This design comes from an exercise in tuning for small area on the open sky130 flow, not from production work. RTL that was checked went through simulation tests only; none was proved equivalent to the original. The clock input has no modelled driver; a real chip could not lean on it and would need a root buffer or a full tree. Power figures rest on the tool's default switching activity, not on a simulated workload.

## stopwatch
module stopwatch(
    input            CLOCK_50,
    input      [3:0] KEY,
    input      [9:0] SW,
    output     [6:0] HEX0, HEX1, HEX2, HEX3
);
Size in the first run: about 35 flip-flops, roughly 0.0015 sq mm of cells after synthesis.
==> module stopwatch, before the edit <==
module stopwatch(
    input            CLOCK_50,
    input      [3:0] KEY,
    input      [9:0] SW,
    output     [6:0] HEX0, HEX1, HEX2, HEX3
);
    function [4:0] digit_next;
        input [3:0] q;
        input en, rst;
        digit_next = {
            (q[2] & ~q[3] & en),
            ~((~q[3] & ~en) | (q[1] & ~q[3]) | (rst) | (q[2] & en)),
            (~q[0] & ~q[2] & en & ~rst) | (q[2] & ~en & ~rst),
            (q[1] & ~en & ~rst) | (q[3] & en & ~rst),
            (q[0] & ~en & ~rst) | (q[0] & ~q[3] & ~rst) | (~q[1] & q[3] & en & ~rst)};
    endfunction
    function [6:0] seg;
        input [3:0] q;
        seg = {
            (~q[0] & ~q[1] & ~q[2]) | (q[2] & q[3]),
            (q[0] & ~q[3]) | (q[2] & q[3]),
            ~((~q[0] & ~q[2]) | (q[1] & ~q[3])),
            (~q[1] & q[3]) | (q[1] & q[2]),
            (q[0] & q[1] & ~q[3]),
            (q[1] & ~q[2] & q[3]),
            (~q[1] & q[3])};
    endfunction
    reg [2:0] ss_sync;
    reg [2:0] rst_sync;
    always @(posedge CLOCK_50) begin
        ss_sync  <= {ss_sync[1:0],  KEY[0]};
        rst_sync <= {rst_sync[1:0], KEY[1]};
    end
    wire ss  = ss_sync[1]  & ~ss_sync[2];
    wire rst = rst_sync[1] & ~rst_sync[2];
    reg running;
    always @(posedge CLOCK_50)
        running <= ~rst & (running ^ ss);
    reg [3:0] pre;
    wire [3:0] q = pre;
    wire run = running;
    wire tick = (q[0] & ~q[1] & q[3]);
    always @(posedge CLOCK_50)
        pre <= {~((~q[3] & ~run) | (q[3] & run) | (rst) | (q[0] & ~q[1] & q[3])), (q[2] & ~run & ~rst) | (~q[0] & run & ~rst), (q[1] & ~run & ~rst) | (q[2] & run & ~rst), (q[0] & ~q[3] & ~run & ~rst) | (q[1] & ~rst) | (q[2] & run & ~rst)};
    reg [3:0] d0, d1, d2, d3, d4, d5;
    wire [4:0] n0 = digit_next(d0, tick, rst);
    wire [4:0] n1 = digit_next(d1, n0[4], rst);
    wire [4:0] n2 = digit_next(d2, n1[4], rst);
    wire [4:0] n3 = digit_next(d3, n2[4], rst);
    wire [4:0] n4 = digit_next(d4, n3[4], rst);
    wire [4:0] n5 = digit_next(d5, n4[4], rst);
    always @(posedge CLOCK_50) begin
        d0 <= n0[3:0];
        d1 <= n1[3:0];
        d2 <= n2[3:0];
        d3 <= n3[3:0];
        d4 <= n4[3:0];
        d5 <= n5[3:0];
    end
    assign HEX3 = seg(SW[0] ? d5 : d3);
    assign HEX2 = seg(SW[0] ? d4 : d2);
    assign HEX1 = seg(SW[0] ? d3 : d1);
    assign HEX0 = seg(SW[0] ? d2 : d0);
endmodule
clock: 5.0 ns
lec_check: 0
abc_area: 1
cap_margin: 0
core_margin: 2
core_utilization: 40
gpl_timing_driven: 0
setup_slack_margin: -1.0
slew_margin: 0
standard.sh (not shown) runs the stock make flow with config.mk's settings and CLKGATE_MAP_FILE= SYNTH_SCRIPT=/design/flow/synth_recipe.tcl, a recipe that flattens the netlist after the stock synthesis.
==> flow/flow/run.sh <==
#!/bin/bash
# Own layout flow: the standard ORFS flow with these changes.
#  2. Port buffers are sky130_fd_sc_hd__buf_1 (every port still gets a buffer).
#  3. Clock tree: flow/cts_pre.tcl replaces TritonCTS with two clkbuf_8
#     buffers, each driving the clock pins of one half of the flip-flops.
set -euo pipefail
W=$(pwd)
export BUFFER_PORTS_ARGS="-buffer_cell sky130_fd_sc_hd__buf_1"
export PRE_CTS_TCL="$W/flow/cts_pre.tcl"
export OWN_CLKBUF=sky130_fd_sc_hd__clkbuf_8
export OWN_CLKBUF_LEVELS=1
make -C "$FLOW_HOME" DESIGN_CONFIG="$W/config.mk" WORK_HOME="$W/orfs" CLKGATE_MAP_FILE= \
  SYNTH_SCRIPT="$W/flow/synth.tcl" ADDER_MAP_FILE= finish > "$W/orfs_make.log" 2>&1
R="$W/orfs/results/$FLOW_PLATFORM/stopwatch/base"
: # left out here: write the final layout as DEF
Other scripts of this flow, unchanged in this note and not shown: flow/flow/abc01.script, flow/flow/abc02.script, flow/flow/abc03.script, flow/flow/abc04.script, flow/flow/abc05.script, flow/flow/abc06.script, flow/flow/abc07.script, flow/flow/abc08.script, flow/flow/abc09.script, flow/flow/abc10.script, flow/flow/cts_pre.tcl, flow/flow/synth.tcl
Then changed:
--- a/flow/design.v
+++ b/flow/design.v
@@ -7,24 +7,24 @@
     function [4:0] digit_next;
         input [3:0] q;
         input en, rst;
         digit_next = {
-            (q[2] & ~q[3] & en),
-            ~((~q[3] & ~en) | (q[1] & ~q[3]) | (rst) | (q[2] & en)),
-            (~q[0] & ~q[2] & en & ~rst) | (q[2] & ~en & ~rst),
-            (q[1] & ~en & ~rst) | (q[3] & en & ~rst),
-            (q[0] & ~en & ~rst) | (q[0] & ~q[3] & ~rst) | (~q[1] & q[3] & en & ~rst)};
+            (q[0] & q[2] & en),
+            (~q[1] & ~q[3] & en & ~rst) | (q[3] & ~en & ~rst),
+            (q[2] & ~en & ~rst) | (q[3] & en & ~rst),
+            ~((~q[1] & ~en) | (~q[0] & ~q[2] & ~q[3] & en) | (rst) | (~q[1] & q[3]) | (q[0] & q[2] & en)),
+            (q[0] & ~en & ~rst) | (~q[0] & en & ~rst)};
     endfunction
     function [6:0] seg;
         input [3:0] q;
         seg = {
-            (~q[0] & ~q[1] & ~q[2]) | (q[2] & q[3]),
-            (q[0] & ~q[3]) | (q[2] & q[3]),
+            (~q[1] & ~q[2]),
             ~((~q[0] & ~q[2]) | (q[1] & ~q[3])),
-            (~q[1] & q[3]) | (q[1] & q[2]),
-            (q[0] & q[1] & ~q[3]),
-            (q[1] & ~q[2] & q[3]),
-            (~q[1] & q[3])};
+            (q[0]) | (q[1] & q[2]),
+            (q[0] & ~q[1]) | (~q[0] & q[1] & q[2]),
+            (~q[1] & q[2]),
+            (q[1] & ~q[2] & ~q[3]),
+            (~q[1] & q[3]) | (~q[0] & q[1] & q[2])};
     endfunction
     reg [2:0] ss_sync;
     reg [2:0] rst_sync;
     always @(posedge CLOCK_50) begin
The new run finished with timing, DRC and antenna clean.
First-iteration DRC count went up by about 60%.
Total power hardly moves.
Core utilization came out higher by 0.22 points.
Routed wire length climbs by 4.0%.
Clock power hardly moves.
Synthesized area came out lower by about 0.7%.
Final area is higher by 0.45%.
Sequential power barely changes.
Critical path depth decreases by 1.
Setup slack got worse by 0.0093 ns.
Synthesized cell count came out lower by about 6%.
Die area goes down by about 0.65%.
No functional check of the RTL was part of the second run of this note. In every run of this note, the design's own scripts or RTL, not TritonCTS, make the clock network.

---

## rev 12
The RTL this note starts from:
==> flow/design.v <==
module stopwatch(
    input            CLOCK_50,
    input      [3:0] KEY,
    input      [9:0] SW,
    output     [6:0] HEX0, HEX1, HEX2, HEX3
);
    function [4:0] digit_next;
        input [3:0] q;
        input en, rst;
        digit_next = {
            (q[2] & ~q[3] & en),
            ~((~q[3] & ~en) | (q[1] & ~q[3]) | (rst) | (q[2] & en)),
            (~q[0] & ~q[2] & en & ~rst) | (q[2] & ~en & ~rst),
            (q[1] & ~en & ~rst) | (q[3] & en & ~rst),
            (q[0] & ~en & ~rst) | (q[0] & ~q[3] & ~rst) | (~q[1] & q[3] & en & ~rst)};
    endfunction
    function [6:0] seg;
        input [3:0] q;
        seg = {
            (~q[0] & ~q[1] & ~q[2]) | (q[2] & q[3]),
            (q[0] & ~q[3]) | (q[2] & q[3]),
            ~((~q[0] & ~q[2]) | (q[1] & ~q[3])),
            (~q[1] & q[3]) | (q[1] & q[2]),
            (q[0] & q[1] & ~q[3]),
            (q[1] & ~q[2] & q[3]),
            (~q[1] & q[3])};
    endfunction
    reg [2:0] ss_sync;
    reg [2:0] rst_sync;
    always @(posedge CLOCK_50) begin
        ss_sync  <= {ss_sync[1:0],  KEY[0]};
        rst_sync <= {rst_sync[1:0], KEY[1]};
    end
    wire ss  = ss_sync[1]  & ~ss_sync[2];
    wire rst = rst_sync[1] & ~rst_sync[2];
    reg running;
    always @(posedge CLOCK_50)
        running <= ~rst & (running ^ ss);
    reg [3:0] pre;
    wire [3:0] q = pre;
    wire run = running;
    wire tick = (q[0] & ~q[1] & q[3]);
    always @(posedge CLOCK_50)
        pre <= {~((~q[3] & ~run) | (q[3] & run) | (rst) | (q[0] & ~q[1] & q[3])), (q[2] & ~run & ~rst) | (~q[0] & run & ~rst), (q[1] & ~run & ~rst) | (q[2] & run & ~rst), (q[0] & ~q[3] & ~run & ~rst) | (q[1] & ~rst) | (q[2] & run & ~rst)};
    reg [3:0] d0, d1, d2, d3, d4, d5;
    wire [4:0] n0 = digit_next(d0, tick, rst);
    wire [4:0] n1 = digit_next(d1, n0[4], rst);
    wire [4:0] n2 = digit_next(d2, n1[4], rst);
    wire [4:0] n3 = digit_next(d3, n2[4], rst);
    wire [4:0] n4 = digit_next(d4, n3[4], rst);
    wire [4:0] n5 = digit_next(d5, n4[4], rst);
    always @(posedge CLOCK_50) begin
        d0 <= n0[3:0];
        d1 <= n1[3:0];
        d2 <= n2[3:0];
        d3 <= n3[3:0];
        d4 <= n4[3:0];
        d5 <= n5[3:0];
    end
    assign HEX3 = seg(SW[0] ? d5 : d3);
    assign HEX2 = seg(SW[0] ? d4 : d2);
    assign HEX1 = seg(SW[0] ? d3 : d1);
    assign HEX0 = seg(SW[0] ? d2 : d0);
endmodule
export LEC_CHECK = 0
export ABC_AREA = 1
export CAP_MARGIN = 0
export CORE_MARGIN = 2
export CORE_UTILIZATION = 40
export GPL_TIMING_DRIVEN = 0
export SETUP_SLACK_MARGIN = -1.0
export SLEW_MARGIN = 0
create_clock -name core_clock -period 5.0 [get_ports {CLOCK_50}]
Scripts as last shown in full above: flow/flow/run.sh
Other scripts of this flow, unchanged in this note and not shown: flow/flow/abc.script, flow/flow/cts_pre.tcl, flow/flow/synth.tcl
#### Input delta (rev 13 over rev 12)
==> flow/design.v <==
module stopwatch(
    input            CLOCK_50,
    input      [3:0] KEY,
    input      [9:0] SW,
    output     [6:0] HEX0, HEX1, HEX2, HEX3
);
    function [4:0] digit_next;
        input [3:0] q;
        input en, rst;
        digit_next = {
            (~q[1] & q[2] & ~q[3] & en),
            ~((~q[1] & ~q[3]) | (~q[2] & en) | (rst) | (~q[3] & ~en)),
            (q[2] & ~en & ~rst) | (q[0] & en & ~rst) | (~q[2] & q[3] & en & ~rst),
            ~((~q[1] & ~en) | (q[2] & en) | (rst) | (q[0] & ~q[1])),
            (q[0] & ~en & ~rst) | (q[1] & en & ~rst)};
    endfunction
    function [6:0] seg;
        input [3:0] q;
        seg = {
            (~q[0] & q[1]) | (~q[1] & ~q[2] & ~q[3]),
            (q[1]),
            (~q[0] & q[1]) | (q[2]),
            (~q[0] & q[1]) | (q[0] & ~q[1] & q[2]),
            (q[0] & q[1] & ~q[2]),
            (~q[0] & q[3]),
            (~q[0] & q[1] & ~q[2]) | (q[0] & ~q[1] & q[2])};
    endfunction
    reg [2:0] ss_sync;
    reg [2:0] rst_sync;
    always @(posedge CLOCK_50) begin
        ss_sync  <= {ss_sync[1:0],  KEY[0]};
        rst_sync <= {rst_sync[1:0], KEY[1]};
    end
    wire ss  = ss_sync[1]  & ~ss_sync[2];
    wire rst = rst_sync[1] & ~rst_sync[2];
    reg running;
    always @(posedge CLOCK_50)
        running <= ~rst & (running ^ ss);
    reg [3:0] pre;
    wire [3:0] q = pre;
    wire run = running;
    wire tick = (q[0] & ~q[1] & q[3]);
    always @(posedge CLOCK_50)
        pre <= {~((~q[3] & ~run) | (q[3] & run) | (rst) | (q[0] & ~q[1] & q[3])), (q[2] & ~run & ~rst) | (~q[0] & run & ~rst), (q[1] & ~run & ~rst) | (q[2] & run & ~rst), (q[0] & ~q[3] & ~run & ~rst) | (q[1] & ~rst) | (q[2] & run & ~rst)};
    reg [3:0] d0, d1, d2, d3, d4, d5;
    wire [4:0] n0 = digit_next(d0, tick, rst);
    wire [4:0] n1 = digit_next(d1, n0[4], rst);
    wire [4:0] n2 = digit_next(d2, n1[4], rst);
    wire [4:0] n3 = digit_next(d3, n2[4], rst);
    wire [4:0] n4 = digit_next(d4, n3[4], rst);
    wire [4:0] n5 = digit_next(d5, n4[4], rst);
    always @(posedge CLOCK_50) begin
        d0 <= n0[3:0];
        d1 <= n1[3:0];
        d2 <= n2[3:0];
        d3 <= n3[3:0];
        d4 <= n4[3:0];
        d5 <= n5[3:0];
    end
    assign HEX3 = seg(SW[0] ? d5 : d3);
    assign HEX2 = seg(SW[0] ? d4 : d2);
    assign HEX1 = seg(SW[0] ? d3 : d1);
    assign HEX0 = seg(SW[0] ? d2 : d0);
endmodule
Results
[compare] base=rev 12 new=rev 13: utilization higher, cell count dropped 3.6%, switching part of the total power climbed 1.7 points. Relative to rev 12, the net count of the finished layout measured on rev 13 has decreased by a few percent. The lower distinct cell type count of the synthesized netlist came out of rev 12. In terms of area added between synthesis and finish, rev 13 and rev 12 differ only marginally. Looking at count of buffering cells on the critical path with inverters included, rev 13 sits 1 higher than rev 12 does. Lower number of global-route vias before repair was reported by rev 13, not rev 12. Rev 13 against rev 12: worst setup slack down 460 ps; part of the power in combinational logic higher; post-route met1 wirelength now sits higher; final design instance area without fill climbed 1.0%.
In every run of this note, the design's own scripts or RTL, not TritonCTS, make the clock network.

---

Another version of the RTL of stopwatch (not shown whole).
Size in the first run: about 180 cells after synthesis, roughly 35 flip-flops.
==> module stopwatch, before the edit <==
module stopwatch(
    input            CLOCK_50,
    input      [3:0] KEY,
    input      [9:0] SW,
    output     [6:0] HEX0, HEX1, HEX2, HEX3
);
    function [4:0] digit_next;
        input [3:0] q;
        input en, rst;
        digit_next = {
            (q[1] & ~q[2] & ~q[3] & en),
            (rst) | (~q[0] & q[3]) | (q[3] & ~en) | (~q[0] & q[1] & en),
            (q[2] & ~en & ~rst) | (~q[0] & q[2] & ~rst) | (q[0] & ~q[3] & en & ~rst),
            (~q[0] & en) | (rst) | (q[1] & ~en),
            (q[0] & ~en & ~rst) | (q[0] & ~q[2] & ~rst) | (~q[0] & q[3] & en & ~rst)};
    endfunction
    function [6:0] seg;
        input [3:0] q;
        seg = {
            (~q[2] & q[3]) | (q[0] & q[1]),
            (q[0]),
            ~((~q[1] & ~q[2]) | (~q[0] & q[3])),
            (~q[0] & ~q[1] & q[2]) | (q[0] & q[1]),
            (q[0] & ~q[1] & ~q[2]),
            (~q[0] & q[1] & q[2]),
            (~q[0] & ~q[1] & q[2]) | (q[0] & q[1] & ~q[2])};
    endfunction
    reg [2:0] ss_sync;
    reg [2:0] rst_sync;
    always @(posedge CLOCK_50) begin
        ss_sync  <= {ss_sync[1:0],  KEY[0]};
        rst_sync <= {rst_sync[1:0], KEY[1]};
    end
    wire ss  = ss_sync[1]  & ~ss_sync[2];
    wire rst = rst_sync[1] & ~rst_sync[2];
    reg running;
    always @(posedge CLOCK_50)
        running <= ~rst & (running ^ ss);
    reg [3:0] pre;
    wire [3:0] q = pre;
    wire run = running;
    wire tick = (q[0] & ~q[1] & q[3]);
    always @(posedge CLOCK_50)
        pre <= {~((~q[3] & ~run) | (q[3] & run) | (rst) | (q[0] & ~q[1] & q[3])), (q[2] & ~run & ~rst) | (~q[0] & run & ~rst), (q[1] & ~run & ~rst) | (q[2] & run & ~rst), (q[0] & ~q[3] & ~run & ~rst) | (q[1] & ~rst) | (q[2] & run & ~rst)};
    reg [3:0] d0, d1, d2, d3, d4, d5;
    wire [4:0] n0 = digit_next(d0, tick, rst);
    wire [4:0] n1 = digit_next(d1, n0[4], rst);
    wire [4:0] n2 = digit_next(d2, n1[4], rst);
    wire [4:0] n3 = digit_next(d3, n2[4], rst);
    wire [4:0] n4 = digit_next(d4, n3[4], rst);
    wire [4:0] n5 = digit_next(d5, n4[4], rst);
    always @(posedge CLOCK_50) begin
        d0 <= n0[3:0];
        d1 <= n1[3:0];
        d2 <= n2[3:0];
        d3 <= n3[3:0];
        d4 <= n4[3:0];
        d5 <= n5[3:0];
    end
    assign HEX3 = seg(SW[0] ? d5 : d3);
    assign HEX2 = seg(SW[0] ? d4 : d2);
    assign HEX1 = seg(SW[0] ? d3 : d1);
    assign HEX0 = seg(SW[0] ? d2 : d0);
endmodule
==> flow/config.mk <==
export PLATFORM = sky130hd
export DESIGN_NAME = stopwatch
export DESIGN_NICKNAME = stopwatch
export VERILOG_FILES = /design/flow/design.v
export SDC_FILE = /design/flow/constraint.sdc
export NUM_CORES = 4
export LEC_CHECK = 0
export ABC_AREA = 1
export CAP_MARGIN = 0
export CORE_MARGIN = 2
export CORE_UTILIZATION = 40
export GPL_TIMING_DRIVEN = 0
export SETUP_SLACK_MARGIN = -1.0
export SLEW_MARGIN = 0
==> flow/constraint.sdc <==
create_clock -name core_clock -period 5.0 [get_ports {CLOCK_50}]
set_input_delay 1.0000 -clock core_clock [delete_from_list [all_inputs] [get_ports {CLOCK_50}]]
set_output_delay 1.0000 -clock core_clock [all_outputs]
set_load 0.01 [all_outputs]
==> flow/flow/run.sh <==
#!/bin/bash
# Own layout flow: the standard ORFS flow with these changes.
#  2. Port buffers are sky130_fd_sc_hd__buf_1 (every port still gets a buffer).
#  3. Clock tree: flow/cts_pre.tcl replaces TritonCTS with two clkbuf_8
#     buffers, each driving the clock pins of one half of the flip-flops.
#  5. flow/resize_pre.tcl keeps large buffers out of placement repair.
# Each tool's output goes to its own log file in the work folder.
set -euo pipefail
W=$(pwd)
export BUFFER_PORTS_ARGS="-buffer_cell sky130_fd_sc_hd__buf_1"
export PRE_CTS_TCL="$W/flow/cts_pre.tcl"
export PRE_RESIZE_TCL="$W/flow/resize_pre.tcl"
export OWN_CLKBUF=sky130_fd_sc_hd__clkbuf_8
export OWN_CLKBUF_LEVELS=1
make -C "$FLOW_HOME" DESIGN_CONFIG="$W/config.mk" WORK_HOME="$W/orfs" CLKGATE_MAP_FILE= \
  SYNTH_SCRIPT="$W/flow/synth.tcl" ADDER_MAP_FILE= finish > "$W/orfs_make.log" 2>&1
R="$W/orfs/results/$FLOW_PLATFORM/stopwatch/base"
: # left out here: write the final layout as DEF
Other scripts of this flow, unchanged in this note and not shown: flow/flow/abc01.script, flow/flow/abc02.script, flow/flow/abc03.script, flow/flow/abc04.script, flow/flow/abc05.script, flow/flow/abc06.script, flow/flow/abc07.script, flow/flow/abc08.script, flow/flow/abc09.script, flow/flow/abc10.script, flow/flow/cts_pre.tcl, flow/flow/resize_pre.tcl, flow/flow/synth.tcl
The baseline completed with no timing, DRC or antenna violations.
Change:
--- a/flow/design.v
+++ b/flow/design.v
@@ -9,20 +9,20 @@
         input en, rst;
         digit_next = {
-            (q[1] & ~q[2] & ~q[3] & en),
-            (rst) | (~q[0] & q[3]) | (q[3] & ~en) | (~q[0] & q[1] & en),
-            (q[2] & ~en & ~rst) | (~q[0] & q[2] & ~rst) | (q[0] & ~q[3] & en & ~rst),
-            (~q[0] & en) | (rst) | (q[1] & ~en),
-            (q[0] & ~en & ~rst) | (q[0] & ~q[2] & ~rst) | (~q[0] & q[3] & en & ~rst)};
+            (~q[2] & ~q[3] & en),
+            ~((~q[3] & ~en) | (q[1] & ~q[3]) | (rst) | (~q[2] & en)),
+            (q[2] & ~en) | (~q[2] & en) | (rst) | (q[0]),
+            (q[1] & ~en & ~rst) | (q[3] & en & ~rst),
+            (q[0] & ~en & ~rst) | (~q[1] & q[3] & en & ~rst) | (q[0] & ~q[3] & ~rst)};
     endfunction
     function [6:0] seg;
         input [3:0] q;
         seg = {
-            (~q[2] & q[3]) | (q[0] & q[1]),
-            (q[0]),
-            ~((~q[1] & ~q[2]) | (~q[0] & q[3])),
-            (~q[0] & ~q[1] & q[2]) | (q[0] & q[1]),
-            (q[0] & ~q[1] & ~q[2]),
-            (~q[0] & q[1] & q[2]),
-            (~q[0] & ~q[1] & q[2]) | (q[0] & q[1] & ~q[2])};
+            (~q[0] & ~q[1] & q[2]) | (~q[2] & q[3]),
+            (q[0] & ~q[3]) | (~q[2] & q[3]),
+            ~((~q[0] & q[2]) | (q[1] & ~q[3])),
+            (~q[1] & q[3]) | (q[1] & ~q[2]),
+            (q[0] & q[1] & ~q[3]),
+            (q[1] & q[2] & q[3]),
+            (~q[1] & q[3])};
     endfunction
     reg [2:0] ss_sync;
@@ -40,7 +40,7 @@
     wire [3:0] q = pre;
     wire run = running;
-    wire tick = (q[0] & ~q[1] & q[3]);
+    wire tick = (q[0] & q[1] & q[3]);
     always @(posedge CLOCK_50)
-        pre <= {~((~q[3] & ~run) | (q[3] & run) | (rst) | (q[0] & ~q[1] & q[3])), (q[2] & ~run & ~rst) | (~q[0] & run & ~rst), (q[1] & ~run & ~rst) | (q[2] & run & ~rst), (q[0] & ~q[3] & ~run & ~rst) | (q[1] & ~rst) | (q[2] & run & ~rst)};
+        pre <= {~((~q[3] & ~run) | (q[3] & run) | (rst) | (q[0] & q[1] & q[3])), (q[2] & ~run) | (rst) | (q[0] & run), (q[2] & run) | (rst) | (q[1] & ~run), (q[0] & ~q[3] & ~run & ~rst) | (~q[1] & ~rst) | (~q[2] & run & ~rst)};
     reg [3:0] d0, d1, d2, d3, d4, d5;
     wire [4:0] n0 = digit_next(d0, tick, rst);
Effect: Worst setup slack degrades by 0.15 ns; via count goes up by 1.2%; wire length goes up by about 1.3%; register-to-register slack improves by 0.34 ns; clock power barely changes; die area goes up by about 0.6%; cell count is unchanged; power goes up by about 5.5%; sequential share of layout area goes down by 0.23 points; utilization goes up by 0.26 points; global-route usage barely changes; sequential cell count is unchanged; clock skew stays flat.
In every run of this note, the design's own scripts or RTL, not TritonCTS, make the clock network.

## static timing again, ports no longer ideal
Ports are ideal in the flow. The routed layouts listed here were re-timed in OpenROAD. Step 1 (the two cells are an assumption about what drives the block):
set clk [get_ports {CLOCK_50}]
set_driving_cell -lib_cell sky130_fd_sc_hd__clkbuf_16 $clk
set_driving_cell -lib_cell sky130_fd_sc_hd__buf_2 [delete_from_list [all_inputs] $clk]
Step 2 moves the port delays by t, midway between the first and last clock arrival at a register: inputs arrive t later, outputs are due t later. That takes back most of the time a late clock gives input paths. Slacks: ideal / step 1 / step 2; pairs: ideal / step 1.
run	t, ns	setup WS [ns]	hold WS [ns]
the first run of note 1	0.191	0.819 / 0.786 / 0.786	0.336 / 0.336 / 0.336
the second run of note 1	0.196	0.809 / 0.780 / 0.780	0.338 / 0.338 / 0.338
rev 12	0.189	0.752 / 0.727 / 0.727	0.336 / 0.336 / 0.336
rev 13	0.194	0.292 / 0.292 / 0.292	0.337 / 0.337 / 0.337
the first run of note 3	0.194	0.850 / 0.821 / 0.821	0.337 / 0.337 / 0.337
the second run of note 3	0.192	0.697 / 0.664 / 0.664	0.337 / 0.337 / 0.337
After both steps setup and hold are still met in every run listed.
